This design comes from an exercise in tuning for a short achievable clock period and few clock cycles on the open sky130 flow, not from production work. The RTL was checked by simulation tests, not by an equivalence proof against the original design. Power is estimated from default activity; no workload was simulated.

$ cat design/flow/design.v
`timescale 1ns / 1ps
module RAM32X8S #(
    parameter [31:0] INIT_00 = 32'h0, parameter [31:0] INIT_01 = 32'h0,
    parameter [31:0] INIT_02 = 32'h0, parameter [31:0] INIT_03 = 32'h0,
    parameter [31:0] INIT_04 = 32'h0, parameter [31:0] INIT_05 = 32'h0,
    parameter [31:0] INIT_06 = 32'h0, parameter [31:0] INIT_07 = 32'h0
    )(
    input A0, input A1, input A2, input A3, input A4,
    input [7:0] D,
    input WCLK,
    input WE,
    output [7:0] O
    );
    reg [7:0] mem [0:31];
    wire [4:0] a = {A4, A3, A2, A1, A0};
    always @(posedge WCLK) begin
        if (WE) mem[a] <= D;
    end
    assign O = mem[a];
endmodule
`timescale 1ns / 1ps
module Decoder3x8(
	input [2:0] I, 		 
	input Enable,	 
	output reg [7:0] O);	 
	integer i;
	always @(*) begin
		if(Enable) begin
			for (i = 0; i<8 ; i=i+1) begin
				if (I == i) O[i] = 1'b1;
				else O[i] = 1'b0;
			end
		end
		else O = 8'b00000000;
	end
endmodule
`timescale 1ns / 1ps
module Mul2x1(
    input addr,
    input I0,
    input I1,
    output O);
	assign O = (addr) ? I1 : I0;
endmodule
`timescale 1ns / 1ps
module Mul3b2x1(
	input addr,
	input [2:0] D0,
	input [2:0] D1,
	output [2:0] F);
    genvar i;
    generate
        for (i = 0; i < 3; i = i + 1) begin: mux
            Mul2x1 M1(
                .addr(addr),
                .I0(D0[i]),
                .I1(D1[i]),
                .O(F[i])
            );
        end
    endgenerate
endmodule
`timescale 1ns / 1ps
module Mul8b2x1(
	input addr,
	input [7:0] D0,
	input [7:0] D1,
	output [7:0] F);
    genvar i;
    generate
        for (i = 0; i < 8; i = i + 1) begin: mux
            Mul2x1 M1(
                .addr(addr),
                .I0(D0[i]),
                .I1(D1[i]),
                .O(F[i])
            );
        end
    endgenerate
endmodule
`timescale 1ns / 1ps
module Mul16b2x1(
	input addr,
	input [15:0] D0,
	input [15:0] D1,
	output [15:0] F);
    genvar i;
    generate
        for (i = 0; i < 16; i = i + 1) begin: mux
            Mul2x1 M1(
                .addr(addr),
                .I0(D0[i]),
                .I1(D1[i]),
                .O(F[i])
            );
        end
    endgenerate
endmodule
`timescale 1ns / 1ps
module Mul16b4x1(
	input [1:0] addr,
	input [15:0] D0,
	input [15:0] D1,
    input [15:0] D2,
    input [15:0] D3,
	output reg [15:0] F);
    always @(*) begin
        case (addr)
            2'b00: F = D0;
            2'b01: F = D1;
            2'b10: F = D2;
            2'b11: F = D3;
            default: F = 16'b0;  
        endcase
    end
endmodule
`timescale 1ns / 1ps
module Mul16b8x1(
	input [2:0] addr,
	input [15:0] D0,
	input [15:0] D1,
	input [15:0] D2,
	input [15:0] D3,
	input [15:0] D4,
	input [15:0] D5,
	input [15:0] D6,
	input [15:0] D7,
	output reg [15:0] OutData);
    always @(*) begin
    	case (addr)
            3'b000: OutData = D0;
            3'b001: OutData = D1;
            3'b010: OutData = D2;
            3'b011: OutData = D3;
            3'b100: OutData = D4;
            3'b101: OutData = D5;
            3'b110: OutData = D6;
            3'b111: OutData = D7;
            default: OutData = 16'b0;
        endcase
    end
endmodule
`timescale 1ns / 1ps
module FA1b(
	input A,
    input B,
    input Cin,
    output Sum,
    output Cout);
    assign {Cout, Sum} = A + B + Cin;
endmodule
`timescale 1ns / 1ps
module FA16b(
	input [15:0] A,
    input [15:0] B,
    input Cin,
    output [15:0] Sum,
    output Cout);
    wire [15:0] C;
    genvar i;
    generate
        for (i=0; i<16; i=i+1) begin: FA
            if (i==0) begin
                FA1b FA1b_inst(
                    .A(A[i]),
                    .B(B[i]),
                    .Cin(Cin),
                    .Sum(Sum[i]),
                    .Cout(C[i])
                );
            end else begin
                FA1b FA1b_inst(
                    .A(A[i]),
                    .B(B[i]),
                    .Cin(C[i-1]),
                    .Sum(Sum[i]),
                    .Cout(C[i])
                );
            end
        end
    endgenerate
    assign Cout = C[15];
endmodule
`timescale 1ns / 1ps
module FA16b2c(
	input [15:0] A,
    input [15:0] B,
    input Flag,
    input PSW_C,
    input ALUop,
    output [15:0] Sum,
    output Cout,
    output Z,
    output N);
    wire [15:0] oprandB;
    wire Cin;
    Mul2x1 M1(
        .addr(Flag),
        .I0(ALUop),
        .I1(PSW_C),
        .O(Cin)
    );
    assign oprandB = {16{ALUop}} ^ B;
    FA16b FA16b_inst(
        .A(A),
        .B(oprandB),
        .Cin(Cin),
        .Sum(Sum),
        .Cout(Cout)
    );
    assign Z = ~(|Sum);
    assign N = Sum[15];
endmodule
`timescale 1ns / 1ps
module PCFA2c(
	input [15:0] A,
    input [15:0] B,
    input Cin,
    output [15:0] Sum
    );
	wire [15:0] C;	 
    genvar i;
    generate
        for (i=0; i<16; i=i+1) begin: FAchain
            if (i==0) begin
                FA1b FA1b_0(
                    .A(A[i]),
                    .B(B[i]),
                    .Cin(Cin),
                    .Sum(Sum[i]),
                    .Cout(C[i])
                );
            end else begin
                FA1b FA1b_others(
                    .A(A[i]),
                    .B(B[i]),
                    .Cin(C[i-1]),
                    .Sum(Sum[i]),
                    .Cout(C[i])
                );
            end
        end
    endgenerate
endmodule
`timescale 1ns / 1ps
module Reg16bClkEn(
	input clk, 				 
	input clk_en,			 
	input [15:0] D,			 
	output reg [15:0] Q);	 
	always @(posedge clk) begin
		if (clk_en) Q <= D;
	end
endmodule
`timescale 1ns / 1ps
module Reg16bClkEnR(
	input clk, 				 
	input clk_en,			 
	input rst,				 
	input [15:0] D,			 
	output reg [15:0] Q);	 
	always @(posedge clk, posedge rst) begin
		if(rst) Q <= 16'b0;
		else if (clk_en) Q <= D;
	end
endmodule
`timescale 1ns / 1ps
module Reg16bClkEnRp(
	input clk, 				 
	input clk_en,			 
	input rst,				 
	input [15:0] D,			 
	output reg [15:0] Q);	 
	always @(posedge clk, posedge rst) begin
		if(rst) Q <= 16'b0;
		else if (clk_en) Q <= D;
	end
endmodule
`timescale 1ns / 1ps
module Reg16bClkEnp(
	input clk, 				 
	input clk_en,			 
	input [15:0] D,			 
	output reg [15:0] Q);	 
	always @(posedge clk) begin
		if (clk_en) Q <= D;
	end
endmodule
`timescale 1ns / 1ps
module RegisterFile(
	input clk,					 
	input WE,					 
	input [2:0] Waddr,			 
	input [15:0] Wdata,			 
	input [2:0] Aaddr,			 
	input [2:0] Baddr,			 
	output [15:0] Adata,	 
	output [15:0] Bdata);	 
	wire [7:0] WEtarget;		 
	wire [15:0] regs [0:7];	 
	Decoder3x8 decoder(		 
		.I(Waddr),			 
		.Enable(WE),		 
		.O(WEtarget));		 
	genvar i;
	generate
		for (i = 0; i < 8; i = i + 1) begin: genReg
			Reg16bClkEn reg16b(
				.clk(clk),			 
				.clk_en(WEtarget[i]),	 
				.D(Wdata),				 
				.Q(regs[i]));			 
		end
	endgenerate
	Mul16b8x1 muxA(			 
		.addr(Aaddr),			 
		.D0(regs[0]),			 
		.D1(regs[1]),			 
		.D2(regs[2]),			 
		.D3(regs[3]),			 
		.D4(regs[4]),			 
		.D5(regs[5]),			 
		.D6(regs[6]),			 
		.D7(regs[7]),			 
		.OutData(Adata));		 
	Mul16b8x1 muxB(			 
		.addr(Baddr),			 
		.D0(regs[0]),			 
		.D1(regs[1]),			 
		.D2(regs[2]),			 
		.D3(regs[3]),			 
		.D4(regs[4]),			 
		.D5(regs[5]),			 
		.D6(regs[6]),			 
		.D7(regs[7]),			 
		.OutData(Bdata));		 
endmodule
`timescale 1ns / 1ps
module Memory256x16(
	input clk,					 
	input Tbornot,			 
	input [7:0] Addr_tb,	 
	input [15:0] Data_tb,	 
	input WE_tb,			 
	input [7:0] Addr_pc,	 
	input [15:0] Data_pc,	 
	input WE_pc,			 
	output [15:0] MemOut	 
	);
	wire [7:0] addr;		 
	wire [15:0] Data;		 
	wire WE;				 
	wire [7:0] WEtarget;	 
	wire [15:0] Q [0:7];	 
	Mul8b2x1 Addr_choose(	 
		.addr(Tbornot),			 
		.D0(Addr_pc),			 
		.D1(Addr_tb),			 
		.F(addr));				 
	Mul16b2x1 Data_choose(	 
		.addr(Tbornot),			 
		.D0(Data_pc),			 
		.D1(Data_tb),			 
		.F(Data));				 
	Mul2x1 WE_choose(		 
		.addr(Tbornot),			 
		.I0(WE_pc),				 
		.I1(WE_tb),				 
		.O(WE));			 
	Decoder3x8 WE_decoder(	 
		.I(addr[7:5]),		 
		.Enable(WE),			 
		.O(WEtarget));			 
	genvar i;
	generate
		for (i = 0; i < 8; i = i + 1) begin: genMem
			RAM32X8S #( .INIT_00(32'h00000000), .INIT_01(32'h00000000),
			.INIT_02(32'h00000000), .INIT_03(32'h00000000),
			.INIT_04(32'h00000000), .INIT_05(32'h00000000),
			.INIT_06(32'h00000000), .INIT_07(32'h00000000)
			)MEM_Group_low(
				.A0(addr[0]), .A1(addr[1]), .A2(addr[2]), .A3(addr[3]), .A4(addr[4]), 
				.D(Data[7:0]), .WCLK(clk), .WE(WEtarget[i]), .O(Q[i][7:0]));
			RAM32X8S #( .INIT_00(32'h00000000), .INIT_01(32'h00000000),
			.INIT_02(32'h00000000), .INIT_03(32'h00000000), 
			.INIT_04(32'h00000000), .INIT_05(32'h00000000),
			.INIT_06(32'h00000000), .INIT_07(32'h00000000)
			) MEM_Group_high(
				.A0(addr[0]), .A1(addr[1]), .A2(addr[2]), .A3(addr[3]), .A4(addr[4]), 
				.D(Data[15:8]), .WCLK(clk), .WE(WEtarget[i]), .O(Q[i][15:8]));
		end
	endgenerate
	Mul16b8x1 MemOut_choose(	 
		.addr(addr[7:5]),			 
		.D0(Q[0]),					 
		.D1(Q[1]),					 
		.D2(Q[2]),					 
		.D3(Q[3]),					 
		.D4(Q[4]),					 
		.D5(Q[5]),					 
		.D6(Q[6]),					 
		.D7(Q[7]),					 
		.OutData(MemOut));				 
endmodule
`timescale 1ns / 1ps
module PCcircuitry(
	input [15:0] PC,
    input [10:0] Ins,
    input Branch,
    input [1:0] Jump,
    input [15:0] Rm,
    input [15:0] Rd,
    output [15:0] PCplus1_mul,
    output [15:0] nextPC
    );
	wire [15:0] PCBranch;	 
    wire [15:0] PCFA;        
    PCFA2c PCFA2c_0(
        .A(16'h0001),
        .B(PC),
        .Cin(1'b0),
        .Sum(PCplus1_mul)
    );
    PCFA2c PCFA2c_1(
        .A(PC),
        .B({{8{Ins[7]}}, Ins[7:0]}),  
        .Cin(1'b0),
        .Sum(PCBranch)
    );
    Mul16b2x1 BranchOrNot(
        .addr(Branch),	         
        .D0(PCplus1_mul),		 
        .D1(PCBranch),			 
        .F(PCFA));			     
    Mul16b4x1 NextPCchoose(
        .addr(Jump),			 
        .D0(PCFA),				 
        .D1({PC[15:11], Ins}),	 
        .D2(Rm),				 
        .D3(Rd),				 
        .F(nextPC));			 
endmodule
`timescale 1ns / 1ps
module RFplusALU(
    input clk,
    input Reset,
    input WBRF,
    input WBresource,
    input RBresource,
    input OprandB,
    input LI,
    input Buff_OutR,
    input ALUop,
    input Flag,
    input PSW_C,
    input [10:0] Ins,
    input [15:0] WBData,
    input [15:0] MEMData,
    output [15:0] Rm,
    output [15:0] Rd,
    output [15:0] Sum,
    output [15:0] OutR_EXE,
    output C,
    output Z,
    output N,
    output [15:0] LI_EXE,
    output [15:0] OutR);
    wire [2:0] RB_addr;
    Mul3b2x1 M1(
        .addr(RBresource),
        .D0(Ins[4:2]),
        .D1(Ins[10:8]),
        .F(RB_addr)
    );
    wire [15:0] Data_Write;
    Mul16b2x1 M2(
        .addr(WBresource),
        .D0(WBData),
        .D1(MEMData),
        .F(Data_Write)
    );
    wire [15:0] AData;
    wire [15:0] BData;
    RegisterFile RF(
        .clk(clk),
        .WE(WBRF),
        .Waddr(Ins[10:8]),
        .Wdata(Data_Write),
        .Aaddr(Ins[7:5]),
        .Baddr(RB_addr),
        .Adata(AData),
        .Bdata(BData)
    );
	assign Rm = AData;
    assign Rd = BData;
    wire [15:0] ALUinB;
    Mul16b2x1 M3(
        .addr(OprandB),
        .D0(BData),
        .D1({10'b0, Ins[4:0]}),
        .F(ALUinB)
    );
    wire [15:0] LI_EXEbuffer;
    Mul16b2x1 M4(
        .addr(LI),
        .D0({8'b0, Ins[7:0]}),
        .D1({Ins[7:0], BData[7:0]}),
        .F(LI_EXEbuffer)
    );
    wire [15:0] oprandA_EXE;
    Reg16bClkEnR R1(
        .clk(clk),
        .clk_en(Buff_OutR),
        .rst(Reset),
        .D(AData),
        .Q(OutR)
    );
    Reg16bClkEn R1_2(
        .clk(clk),
        .clk_en(1'b1),
        .D(AData),
        .Q(oprandA_EXE)
    );
    assign OutR_EXE = oprandA_EXE;
    wire [15:0] oprandB_EXE;
    Reg16bClkEn R2(
        .clk(clk),
        .clk_en(1'b1),
        .D(ALUinB),
        .Q(oprandB_EXE)
    );
    Reg16bClkEn R3(
        .clk(clk),
        .clk_en(1'b1),
        .D(LI_EXEbuffer),
        .Q(LI_EXE)
    );
    FA16b2c FA(
        .A(oprandA_EXE),
        .B(oprandB_EXE),
        .Flag(Flag),
        .PSW_C(PSW_C),
        .ALUop(ALUop),
        .Sum(Sum),
        .Cout(C),
        .Z(Z),
        .N(N)
    );
endmodule
`timescale 1ns / 1ps
module TimingGenerator(
    input clk,
    input En,
    input Rst,
    input LastStage,
    output reg [2:0] Cnt
    );
    wire OR_LastStageRst;
    assign OR_LastStageRst = LastStage | Rst;
    always @(posedge clk) begin
        if(OR_LastStageRst) Cnt <= 3'b000;
        else if(En) begin
            Cnt <= Cnt + 1;
        end
    end
endmodule
`timescale 1ns / 1ps
module InsDecoder(
    input Rst,
    input [15:8] InsM,
    input [1:0] InsL,
    input [2:0] Cnt,
    input [1:0] PSW_NZC,
    output reg Branch,
    output reg [1:0] Jump,
    output reg Buff_PC,
    output reg MEMresource,
    output reg ALUorNot,
    output reg LIorMOV,
    output reg WE_MEM,
    output reg Buff_MEMIns,
    output reg OprandB,
    output reg RBresource,
    output reg WBresource,
    output reg LI,
    output reg Buff_OutR,
    output reg PCplus1orWB,
    output reg WE_RF,
    output reg Flag,
    output reg ALUop,
    output reg Buff_PSW,
    output reg Done
    );
    reg branch_condition;
    reg sub_condition;
    reg PCplus1orWB_condition;
    reg OprandB_condition;
    reg RBresource_condition1, RBresource_condition2;
    reg WE_RF_condition1, WE_RF_condition2;
    reg Buff_PC_condition1, Buff_PC_condition2, Buff_PC_condition3, Buff_PC_condition4;
    always @(*) begin
        if( (Rst == 0) && (InsM[15:12]==4'b1001) ) Jump[1] = 1'b1;
        else Jump[1] = 1'b0;
    end
    always @(*) begin
        if( (Rst == 0) && ((InsM[15:11]==5'b10011)||(InsM[15:11]==5'b10000)) ) Jump[0] = 1'b1;
        else Jump[0] = 1'b0;
    end
    always @(*) begin
        branch_condition = (InsM[11:8] == 4'b1110) 
            || (InsM[8] ^ ( (PSW_NZC[1] && (~InsM[9]))
            || (PSW_NZC[0] && InsM[9]) ));
        if(Rst) Branch = 1'b0;
        else if ( ( {InsM[15:12], branch_condition} == 5'b11001 )
            || (InsM[15:11] == 5'b10001) ) Branch = 1'b1;
        else Branch = 1'b0;
    end
    always @(*) begin
        sub_condition = ({InsM[15:14], InsM[11]} == 3'b010)
            || ({InsM[15:11], InsL[1:0]} == 7'b0011001)
            || ({InsM[15:11], InsL[1]} == 6'b000001);
        if ({Rst, Cnt[2:0], sub_condition}==5'b00101) ALUop = 1'b1;
        else ALUop = 1'b0;
    end
    always @(*) begin
        if({Rst, Cnt[2:0], InsM[15:11], InsL[0]} == 15'b0010_00000_1) Flag = 1'b1;
        else Flag = 1'b0;
    end
    always @(*) begin
        PCplus1orWB_condition = ~(InsM[15:11] == 5'b11100);
        if({Rst, Cnt[2:0], PCplus1orWB_condition} == 5'b01001) PCplus1orWB = 1'b1;
        else PCplus1orWB = 1'b0;
    end
    always @(*) begin
        if({Rst, Cnt[2:0], InsM[15:11]} == 9'b0001_00001) LI = 1'b1;
        else LI = 1'b0;
    end
    always @(*) begin
        OprandB_condition = (InsM[15:11] == 5'b01000)
            || ({InsM[15:14], InsM[12:11]} == 4'b0011)
            || ({InsM[15:13], InsM[11]} == 4'b0011);
        if({Rst, Cnt[2:0], OprandB_condition} == 5'b0001_1) OprandB = 1'b1;
        else OprandB = 1'b0;
    end
    always @(*) begin
        RBresource_condition1 = (InsM[15:11] == 5'b00001) || (InsM[15:11] == 5'b 10011);
        RBresource_condition2 = (InsM[15:11] == 5'b00101) || ({InsM[15:11], InsL[1:0]} == 7'b00110_00);
        case (Cnt)
            3'b001: RBresource = (Rst? 1'b0 : RBresource_condition1);
            3'b010: RBresource = (Rst? 1'b0 : RBresource_condition2);
            default: RBresource = 1'b0;
        endcase
    end
    always @(*) begin
        WE_RF_condition1 = (~(InsM[15:11] == 5'b11100)) && (Cnt[2:0] == 3'b100);
        WE_RF_condition2 = ( (InsM[15:11] == 5'b10010) || (InsM[15:11] == 5'b10001) )
                            && (Cnt[2:0] == 3'b001);
        if (Rst) WE_RF = 1'b0;
        else WE_RF = WE_RF_condition1 || WE_RF_condition2;
    end
    always @(*) begin
        if( ({Rst, Cnt[2:0]} == 4'b0100) &&
            ( (InsM[15:11] == 5'b00011) || (InsM[15:11] == 5'b00100) ) )WBresource = 1'b1;
        else WBresource = 1'b0;
    end
    always @(*) begin
        Buff_PC_condition1 = ({InsM[15:11], InsL[0]} == 6'b111000) || ({InsM[15], InsM[13]} == 2'b10);
        Buff_PC_condition2 = ({InsM[15:11], InsL[1:0]} == 7'b00110_01);
        Buff_PC_condition3 = ({InsM[15:11], InsL[1:0]} == 7'b00110_00) || (InsM[15:11] == 5'b00101);
        Buff_PC_condition4 = (InsM[15:13] == 3'b000) || (InsM[15:11] == 5'b00100) || (InsM[15:13] == 3'b010) || (InsM[13:11] == 3'b111);
        if(Rst) Buff_PC = 1'b0;
        else begin
            case (Cnt)
                3'b001: Buff_PC = Buff_PC_condition1;
                3'b010: Buff_PC = Buff_PC_condition2;
                3'b011: Buff_PC = Buff_PC_condition3;
                3'b100: Buff_PC = Buff_PC_condition4;
                default: Buff_PC = 1'b0;
            endcase
        end
    end
    always @(*) begin
        if ({Rst, Cnt[2:0]} == 4'b0010) begin
            case(InsM[15:11])
                5'b00000: Buff_PSW = 1'b1;
                5'b00111: Buff_PSW = 1'b1;
                5'b01000: Buff_PSW = 1'b1;
                5'b00110: Buff_PSW = InsL[0] & (~InsL[1]);
                default: Buff_PSW = 1'b0;
            endcase
        end else begin
            Buff_PSW = 1'b0;
        end
    end
    always @(*) begin
        Buff_MEMIns = Rst || (Cnt[2:0] == 3'b000);
    end
    always @(*) begin
        if({Rst, Cnt[2:0]} == 4'b0011) begin
            case (InsM[15:11])
                5'b00101: WE_MEM = 1'b1;
                5'b00110: WE_MEM = ~|(InsL);
                default: WE_MEM = 1'b0;
            endcase
        end
        else WE_MEM = 1'b0;
    end
    always @(*) begin
        LIorMOV = (InsM[15:11] == 5'b01011) && (Cnt[2:0] == 3'b011) && (Rst == 1'b0);
    end
    always @(*) begin
        if({Rst, Cnt[2:0]} == 4'b0011) begin
            case (InsM[15:11])
                5'b00001: ALUorNot = 1'b1;
                5'b00010: ALUorNot = 1'b1;
                5'b01011: ALUorNot = 1'b1;
                default: ALUorNot = 1'b0;
            endcase
        end else ALUorNot = 1'b0;
    end
    always @(*) begin
        if({Rst, Cnt[2:0]} == 4'b0011) begin
            case (InsM[15:11])
                5'b00011: MEMresource = 1'b1;
                5'b00100: MEMresource = 1'b1;
                5'b00101: MEMresource = 1'b1;
                5'b00110: MEMresource = ~|(InsL);
                default: MEMresource = 1'b0;
            endcase
        end else MEMresource = 1'b0;
    end
    always @(*) begin
        Buff_OutR = (Rst == 1'b0) && (InsM[15:11] == 5'b11100)
                    && (InsL[1:0] == 2'b00) && (Cnt[2:0] == 3'b001);
    end
    always @(*) begin
        Done = (Rst == 1'b0) && (Cnt[2:1] == 2'b01)
                && (InsM[15:11] == 5'b11100) && (InsL[1:0] == 2'b01);
    end
endmodule
`timescale 1ns / 1ps
module Controller(
    input clk,          input Rst,
    input [15:8] InsM,  input [1:0] InsL,   input [1:0] PSW_NZC,
    output Buff_PC,     output PCplus1orWB, output [1:0] Jump,  output Branch,
    output Buff_MEMIns, output MEMresource, output WE_MEM,
    output WBresource,  output RBresource,  output WE_RF,
    output Buff_OutR,   output Buff_PSW,    output OprandB,     output Flag, output ALUop, 
    output LIorMOV,     output ALUorNot,    output LI,
    output Done
    );
    wire [2:0] Cnt;
    TimingGenerator TG(
        .clk(clk), .En(~Done), .Rst(Rst), .LastStage(Buff_PC),
        .Cnt(Cnt)
    );
    InsDecoder ID(
        .Rst(Rst),
        .InsM(InsM), .InsL(InsL),
        .Cnt(Cnt), .PSW_NZC(PSW_NZC),
        .Buff_PC(Buff_PC), .PCplus1orWB(PCplus1orWB), .Branch(Branch), .Jump(Jump), 
        .WE_MEM(WE_MEM), .MEMresource(MEMresource), .Buff_MEMIns(Buff_MEMIns),
        .WE_RF(WE_RF), .RBresource(RBresource), .WBresource(WBresource),
        .Buff_OutR(Buff_OutR), .Buff_PSW(Buff_PSW), .Flag(Flag), .ALUop(ALUop), .OprandB(OprandB),
        .ALUorNot(ALUorNot), .LI(LI), .LIorMOV(LIorMOV),
        .Done(Done)
    );
endmodule
`timescale 1ns / 1ps
module Datapath(
	input clk,
	input Rst,
	input TBorNot,
    input [7:0] Tb_MEMAddr,
    input [15:0] Tb_MEMData,
    input Tb_MEMWE,
    input [1:0] Jump,
	input Branch,
	input Buff_PC,
	input WBresource,
	input PCplus1orWB,
	input RBresource,
	input WE_RF,
	input LI,
	input oprandB,
    input Flag,
	input ALUop,
    input Buff_PSW,
	input Buff_OutR,
	input MEMresource,
	input LIorMOV,
	input ALUorNot,
    input Buff_MEMIns,
	input WE_MEM,
    output [1:0] InsL,
    output [15:8] InsM,
    output [15:0] OutM,
    output [15:0] OutNextPC,
    output [15:0] OutPC,
    output [15:0] OutR,
    output reg [2:0] PSW_NZC
	);
	wire [15:0] PCplus1_mul;
	wire [15:0] LIorMOV_Data;
	wire [15:0] ALUorNot_Out;
	wire [7:0] Addr_pc;
	wire [15:0] Ins;
	wire [15:0] MEMData;
	wire [15:0] MemRead;
	wire [15:0] WBData1;
	wire [15:0] WBDataMux;
	wire [15:0] Rm, Rd;
	wire N, Z, C;
	wire [15:0] Sum;
	wire [15:0] LI_EXE;
	wire [15:0] OutR_EXE;
	wire [15:0] LI_MEM;
	wire [15:0] OutR_MEM;
	wire [15:0] WDR;
	wire [15:0] ALU_MEM;
	PCcircuitry PCcircuit(
		.Branch(Branch),
		.Jump(Jump),
		.PC(OutPC),
		.Ins(Ins[10:0]),
		.Rm(Rm),
		.Rd(Rd),
		.PCplus1_mul(PCplus1_mul),
		.nextPC(OutNextPC)
	);
	Reg16bClkEnRp PCbuffer(
		.clk(clk),
		.rst(Rst),
		.clk_en(Buff_PC),
		.D(OutNextPC),
		.Q(OutPC)
	);
	Mul16b2x1 Mux_LIorMOV(
		.addr(LIorMOV),
		.D0(LI_MEM),
		.D1(OutR_MEM),
		.F(LIorMOV_Data)
	);
	Mul16b2x1 Mux_ALUorNot(
		.addr(ALUorNot),
		.D0(ALU_MEM),
		.D1(LIorMOV_Data),
		.F(ALUorNot_Out)
	);
	Mul8b2x1 PCorWB(
		.addr(MEMresource),
		.D0(OutPC[7:0]),
		.D1(ALU_MEM[7:0]),
		.F(Addr_pc)
	);
	Memory256x16 MEM(
		.clk(clk),
		.Tbornot(TBorNot),
		.Addr_tb(Tb_MEMAddr),
		.Data_tb(Tb_MEMData),
		.WE_tb(Tb_MEMWE),
		.Addr_pc(Addr_pc),
		.Data_pc(WDR),
		.WE_pc(WE_MEM),
		.MemOut(MemRead)
	);
	Reg16bClkEnp OutMbuffer(
		.clk(clk),
		.clk_en(1'b1),
		.D(MemRead),
		.Q(OutM)
	);
	Reg16bClkEnp Insbuffer(
		.clk(clk),
		.clk_en(Buff_MEMIns),
		.D(MemRead),
		.Q(Ins)
	);
	assign InsL = Ins[1:0];
	assign InsM = Ins[15:8];
	Reg16bClkEnp MEMDatabuffer(
		.clk(clk),
		.clk_en(1'b1),
		.D(MemRead),
		.Q(MEMData)
	);
	Reg16bClkEnp MEMWBbuffer(
		.clk(clk),
		.clk_en(1'b1),
		.D(ALUorNot_Out),
		.Q(WBData1)
	);
	Mul16b2x1 Mux_WBData(
		.addr(PCplus1orWB),
		.D0(PCplus1_mul),
		.D1(WBData1),
		.F(WBDataMux)
	);
	RFplusALU RFplusALU_module(
		.clk(clk),
		.Reset(Rst),
		.WBRF(WE_RF),
		.WBData(WBDataMux),
		.MEMData(MEMData),
		.Ins(Ins[10:0]),
		.LI(LI),
		.Buff_OutR(Buff_OutR),
		.OprandB(oprandB),
		.WBresource(WBresource),
		.RBresource(RBresource),
		.PSW_C(PSW_NZC[0]),
		.Flag(Flag),
		.ALUop(ALUop),
		.Rm(Rm),
		.Rd(Rd),
		.Sum(Sum),
		.LI_EXE(LI_EXE),
		.N(N),
		.Z(Z),
		.C(C),
		.OutR_EXE(OutR_EXE),
		.OutR(OutR)
	);
	always @(posedge clk, posedge Rst) begin
		if(Rst) PSW_NZC <= 3'b000;
		else if(Buff_PSW) begin
			PSW_NZC[2:0] <= {N, Z, C};
		end
	end
	Reg16bClkEnp ALUbuffer(
		.clk(clk),
		.clk_en(1'b1),
		.D(Sum),
		.Q(ALU_MEM)
	);
	Reg16bClkEnp LIbuffer(
		.clk(clk),
		.clk_en(1'b1),
		.D(LI_EXE),
		.Q(LI_MEM)
	);
	Reg16bClkEnp OutRBuffer(
		.clk(clk),
		.clk_en(1'b1),
		.D(OutR_EXE),
		.Q(OutR_MEM)
	);
	Reg16bClkEnp WDRBuffer(
		.clk(clk),
		.clk_en(1'b1),
		.D(Rd),
		.Q(WDR)
	);
endmodule
`timescale 1ns / 1ps
module CompleteComputer(
    input clk,          input Rst,
    input TBorNot,      input Tb_MEMWE,         input [7:0] Tb_MEMAddr, input [15:0] Tb_MEMData,
    output [15:0] OutPC,output [15:0] OutNextPC,output [15:0] OutMEM,   output [2:0] OutPSW_NZC,
    output Done,        output [15:0] OutReg
    );
    wire ALUop;
    wire ALUorNot;
    wire Branch;
    wire Buff_MEMIns;
    wire Buff_PC;
    wire Buff_PSW;
    wire Flag;
    wire [1:0] Jump;
    wire LI;
    wire Buff_OutR;
    wire LIorMOV;
    wire MEMresource;
    wire OprandB;
    wire PCplus1orWB;
    wire RBresource;
    wire WBresource;
    wire WE_MEM;
    wire WE_RF;
    wire [15:8] InsM;
    wire [1:0] InsL;
    Controller C(
        .clk(clk), .Rst(Rst),
        .PSW_NZC(OutPSW_NZC[1:0]), .InsM(InsM[15:8]), .InsL(InsL[1:0]),
        .Buff_MEMIns(Buff_MEMIns), .WE_MEM(WE_MEM), .MEMresource(MEMresource), 
        .ALUorNot(ALUorNot), .LIorMOV(LIorMOV), .LI(LI),
        .WE_RF(WE_RF), .Buff_OutR(Buff_OutR), .WBresource(WBresource), .RBresource(RBresource),
        .Buff_PSW(Buff_PSW), .OprandB(OprandB), .Flag(Flag), .ALUop(ALUop),
        .Buff_PC(Buff_PC), .PCplus1orWB(PCplus1orWB), .Branch(Branch), .Jump(Jump),
        .Done(Done)
    );
    Datapath DP(
        .clk(clk), .Rst(Rst), .TBorNot(TBorNot),
        .Tb_MEMWE(Tb_MEMWE), .Tb_MEMAddr(Tb_MEMAddr[7:0]), .Tb_MEMData(Tb_MEMData[15:0]),
        .Buff_MEMIns(Buff_MEMIns), .WE_MEM(WE_MEM), .MEMresource(MEMresource), 
        .ALUorNot(ALUorNot), .LIorMOV(LIorMOV), .LI(LI),
        .WE_RF(WE_RF), .Buff_OutR(Buff_OutR), .WBresource(WBresource), .RBresource(RBresource),  
        .Buff_PSW(Buff_PSW), .oprandB(OprandB), .Flag(Flag), .ALUop(ALUop),
        .Buff_PC(Buff_PC), .PCplus1orWB(PCplus1orWB), .Branch(Branch), .Jump(Jump),
        .PSW_NZC(OutPSW_NZC[2:0]), .InsM(InsM[15:8]), .InsL(InsL[1:0]),
        .OutM(OutMEM[15:0]), .OutNextPC(OutNextPC[15:0]), .OutPC(OutPC[15:0]),
        .OutR(OutReg[15:0])
    );
endmodule
$ cat design/flow/config.mk
export PLATFORM = sky130hd
export DESIGN_NAME = CompleteComputer
export DESIGN_NICKNAME = CompleteComputer
export VERILOG_FILES = /design/flow/design.v
export SDC_FILE = /design/flow/constraint.sdc
export NUM_CORES = 4
export LEC_CHECK = 0
export CAP_MARGIN = 20
export CORE_MARGIN = 2
export CORE_UTILIZATION = 40
export SLEW_MARGIN = 20
$ cat design/flow/constraint.sdc
create_clock -name core_clock -period 10.0 [get_ports {clk}]
set_input_delay 2.0000 -clock core_clock [delete_from_list [all_inputs] [get_ports {clk}]]
set_output_delay 2.0000 -clock core_clock [all_outputs]
set_load 0.01 [all_outputs]
$ cat design/flow/run.sh
#!/bin/bash
# synth_recipe.tcl (not shown) runs the flow's synth.tcl, then flattens the netlist and writes it again
# the make line also repeats each setting of config.mk as NAME=value (left out here)
make -C /OpenROAD-flow-scripts/flow DESIGN_CONFIG=/design/flow/config.mk WORK_HOME=/design/flow/orfs CLKGATE_MAP_FILE= SYNTH_SCRIPT=/design/flow/synth_recipe.tcl finish
==> flow_metrics.tcl <==
set metrics [dict create \
    place_ws_ns -0.794 \
    drt_wl_total_um 574000 \
    synth_flop_cell "edfxtp_1" \
    synth_top_area_share_pct 72.4 \
    initial_core_util_pct 40.2 \
    nFillCells 37653 \
    hold_viol_final 0 \
    cp_top_family "adder cells" \
    min_path_type "register to register" \
    worst_ep_required_time_ns 8.00 \
    die_x_um 667 \
    cts_sinks 4422 \
    rsz0062_at_grt "false" \
    ys_ff_latch 4422 \
    syn_avg_cell_area_um2 14.7 \
    fin_area_um2 201000 \
    fin_crit_sh_pct 98.1 \
    wl_per_cell_um 31.2 \
    fin_cells 18411 \
    io_pins 96 \
    fin_setup_tns_ns 0 \
    antenna_found_initial 42 \
    synth_cell_types 92 \
    portBuffers 95 \
    cts_buffers 449 \
    netlist_area_um2 176000 \
    worst_pin_slew_ns 1.36 \
    final_layout_size_suffix_gt1_share_pct 13.5 \
    critPathMaxFanout 2 \
    startpoint_type "register" \
    worstSetupEndpointType "primary output" \
    finalSetupViolCount 0 \
    die_height_um 667 \
    cts_root_buf "clkbuf_16" \
    path_cells "ha_1, inv_1, fa_1, inv_1, fa_1, fa_1, fa_2, fa_1, fa_2, fa_2, fa_1, fa_2, fa_2, fa_1, fa_1, fa_1, fa_1, xnor2_1, nand2_1, o21ai_0, xnor2_1, a21oi_1, nand2_1, dlygate4sd2_1" \
    synth_cells 11927 \
    crit_arrival_ns 7.81 \
    tritoncts "yes" \
    drt_iter0_drc 16515 \
    core-area_um2 438000 \
    cp_slowest_cell "fa_1" \
    routed_via_density 6.08 \
    drc 0 \
    track_usage_pct 25.1 \
    synth_seq_area_share_pct 74.6 \
    crit_top_cell "fa_1" \
    status "timing/DRC/antenna clean" \
    syn_nets 12005 \
    nets 12319 \
    cp.buffers_inverters 3 \
    grt_overflow 0 \
    grt_pass1_vias 103442 \
    fmax_mhz 102 \
    clockBufferDepth 4 \
    gp_congestion 0.924 \
    htreeDepth 5 \
    synth_edf_count 4240 \
    maxCapViolCount 0 \
    firstDrtPassIters 6 \
    path_clk_slew_ns 0.06 \
    yosys-top-cells-area "edfxtp_1 (72%), nand2_1 (4.6%), a211oi_1 (3.1%), and3_1 (2.6%), a31oi_1 (2.4%)" \
    fin_crit_ns 9.81 \
    placed_area_um2 186000 \
    synthArstFlopShare_pct 0.791 \
    reg_top3 "DP.MEM.genMem.MEM_Group_high.mem x2048, DP.MEM.genMem.MEM_Group_low.mem x2048, DP.RFplusALU_module.RF.genReg.reg16b.Q x128" \
    final.setup.worst_slack_ns 0.194 \
    path_class "register to primary output" \
    ir_worst_vdd_uv 224 \
    slew_headroom_pct 8.44 \
    dieArea_um2 445000 \
    grt_max_degree 157 \
    vias 112008 \
    leakage_nw 66.5 \
    cpPeakStageDelay_ns 0.40 \
    holdWs_ns 0.323 \
    slew_viol_final 0 \
    grt_pass1_wl_um 801000 \
    multi_input_area_um2 40800 \
    ant_nets 0 \
    dp_cells 17543 \
    ys.warnings.count 14 \
    synth_top_cell_by_area "edfxtp_1" \
    p_per_area_nw_per_um2 259 \
    hold_buffers 0 \
    ff_latch_area_um2 131000 \
    worstSkewPairLatency_ns 1.03 \
    area_growth_pct 14.3 \
    rows 243 \
    clock_skew_ns 0.0603 \
    hpwl_um 341000 \
]
report_power, final:
| part | total, mW | leakage, nW | internal [mW] | switching, mW |
|---|---|---|---|---|
| Clock | 16.4 | 6.98 | 9.31 | 7.14 |
| Sequential | 22.5 | 39.9 | 22.2 | 0.279 |
| Combinational | 13.0 | 19.7 | 3.53 | 9.47 |
synth_stat cells (all sizes together), types with 5 or more instances:
cell	number
o31ai	6
ha	20
nor2b	20
or4	7
and2	6
o21ai	112
mux2i	165
o22ai	326
clkbuf	393
mux2	73
o221ai	6
nor2	388
a21oi	135
and4	17
nand2	2136
nor4	136
mux4	135
edfxtp	4240
dfxtp	147
nor3b	7
o211ai	27
o21a	8
o2111ai	83
fa	30
nor3	23
nand4	62
xnor2	19
inv	59
a31oi	684
nand2b	11
buf	539
and3	721
a221oi	38
a22oi	60
a221o	7
nand3	177
a22o	7
a311oi	5
a211oi	723
dfrtp	35
a32oi	81
a222oi	16
cells in the final DEF (no fill, tap or decap), types with 29 or more instances in the layout:
master              n
mux4_2            135
o22ai_1           325
nand3_1           176
dfxtp_1           147
buf_12             80
a22oi_1            60
nor4_1            101
a31oi_1           684
diode_2            29
clkinv_1          124
dfrtp_1            35
buf_4             613
edfxtp_1         4240
o21ai_0           100
bufinv_16          35
nand2_1          2126
clkbuf_1           99
nand4_1            62
mux2i_1           162
and3_1            721
clkinv_2           82
o2111ai_1          82
nor2_2             57
inv_1              59
nor2_1            317
clkdlybuf4s50_1    91
mux2_2             54
clkbuf_16         456
nor4_2             30
a21oi_1           135
a211oi_1          716
a32oi_1            81
worst reg2reg max path, stage by stage, from the launching register on:
cell and delay [ns]:
edfxtp_1 0.35, buf_4 0.19, nor2_2 0.30, nand4_1 0.20, o31ai_1 0.10, and4_2 0.34, xor2_2 0.17, fa_1 0.20
inv_1 0.05, fa_1 0.38, fa_1 0.39, fa_1 0.40, fa_1 0.42, fa_1 0.40, fa_1 0.40, fa_1 0.42
fa_1 0.41, fa_1 0.41, fa_1 0.41, fa_1 0.42, fa_1 0.39, fa_1 0.39, fa_1 0.38, inv_1 0.09
fa_1 0.44, or4_1 0.42, or4_1 0.54, o21ai_0 0.17
metal layers:
| metal | wire (um) | GRT usage (%) | vias up |
|---|---|---|---|
| met3 | 69000 | 6.03 | 1143 |
| met4 | 28800 | 11.1 | 34 |
| met2 | 252000 | 37.1 | 6702 |
| met1 | 224000 | 35.1 | 57031 |
| met5 | 219 | 0 | - |
| li1 | - | - | 47098 |
worst paths after layout:
check	start	endpoint	slack, ns	cells past startpoint
max in group asynchronous	Rst	DP.RFplusALU_module.R1.Q[11]	8.17	4
min reg2reg	DP.RFplusALU_module.R3.Q[1]	DP.LIbuffer.Q[1]	0.32	0
max	DP.Insbuffer.Q[0]	OutNextPC[15]	0.19	24
min in group asynchronous	Rst	DP.PCbuffer.Q[3]	1.44	4
max reg2reg	DP.Insbuffer.Q[15]	DP.PSW_NZC[1]	0.73	27
min	DP.RFplusALU_module.R3.Q[1]	DP.LIbuffer.Q[1]	0.32	0
per-stage QoR:
stage	util [%]	power [mW]
6_report	45.9	51.9
5_1_grt	45.9	53.4
4_1_cts	45.8	51.8
3_5_place_dp	42.6	35.6
3_3_place_gp	42.6	35.5
2_1_floorplan	-	29.9
cell type report:
type                    count  share of cell area (%)
flip-flops and latches   4422                    65.3
multi-input cells        6513                    20.3
clock buffers             565                    5.93
repair buffers            795                    3.61
well taps                5757                    3.59
clock inverters           270                    1.16
inverters                  60                   0.112
diodes                     29                  0.0361
logic make-up after synthesis:
kind of cell	share of synthesized area, %
DFF	74.6
xor gates and xnor gates	0.110
buffers and inverters	2.77
AOI/OAI and AO/OA	9.28
muxes	3.15
adders and majority gates	0.484
and+or+nand+nor	9.62
timing repair:
action                                  4_1_cts  5_1_grt
endpoints found under the setup margin        2        2
setup buffers                                 1        0
resized for setup                             3        8
pin swaps                                     0        1
Testbench counts, summed over its fixed seeds: cycles 170,461.

-- separate check: timing with driven ports --
No port has a modelled driver above. Below, the same layout with a new extraction and two added sets of constraints.
Step 1 sets driving cells, clkbuf_16 on the clock port and buf_2 on the other inputs (assumed; they add their load-dependent delay and slew).
Step 2 adds t to the input delays and takes it off the output delays; t is the mean of the earliest and latest rising clock arrival at the registers after step 1. Input paths then give back, and output paths get back, about the clock's delay inside the block.
Three values: ideal ports, drivers, drivers and shift; two values: the first two.
t (ns): 1.108
setup WS [ns]: 0.194 / 0.083 / -0.628
latest minus earliest clock arrival (ns): 0.072 / 0.072
With both steps, setup timing fails in this run, where it was met with ideal ports. The setup slack of this run moves by -0.111 ns with the drivers and by -0.822 ns with both steps.
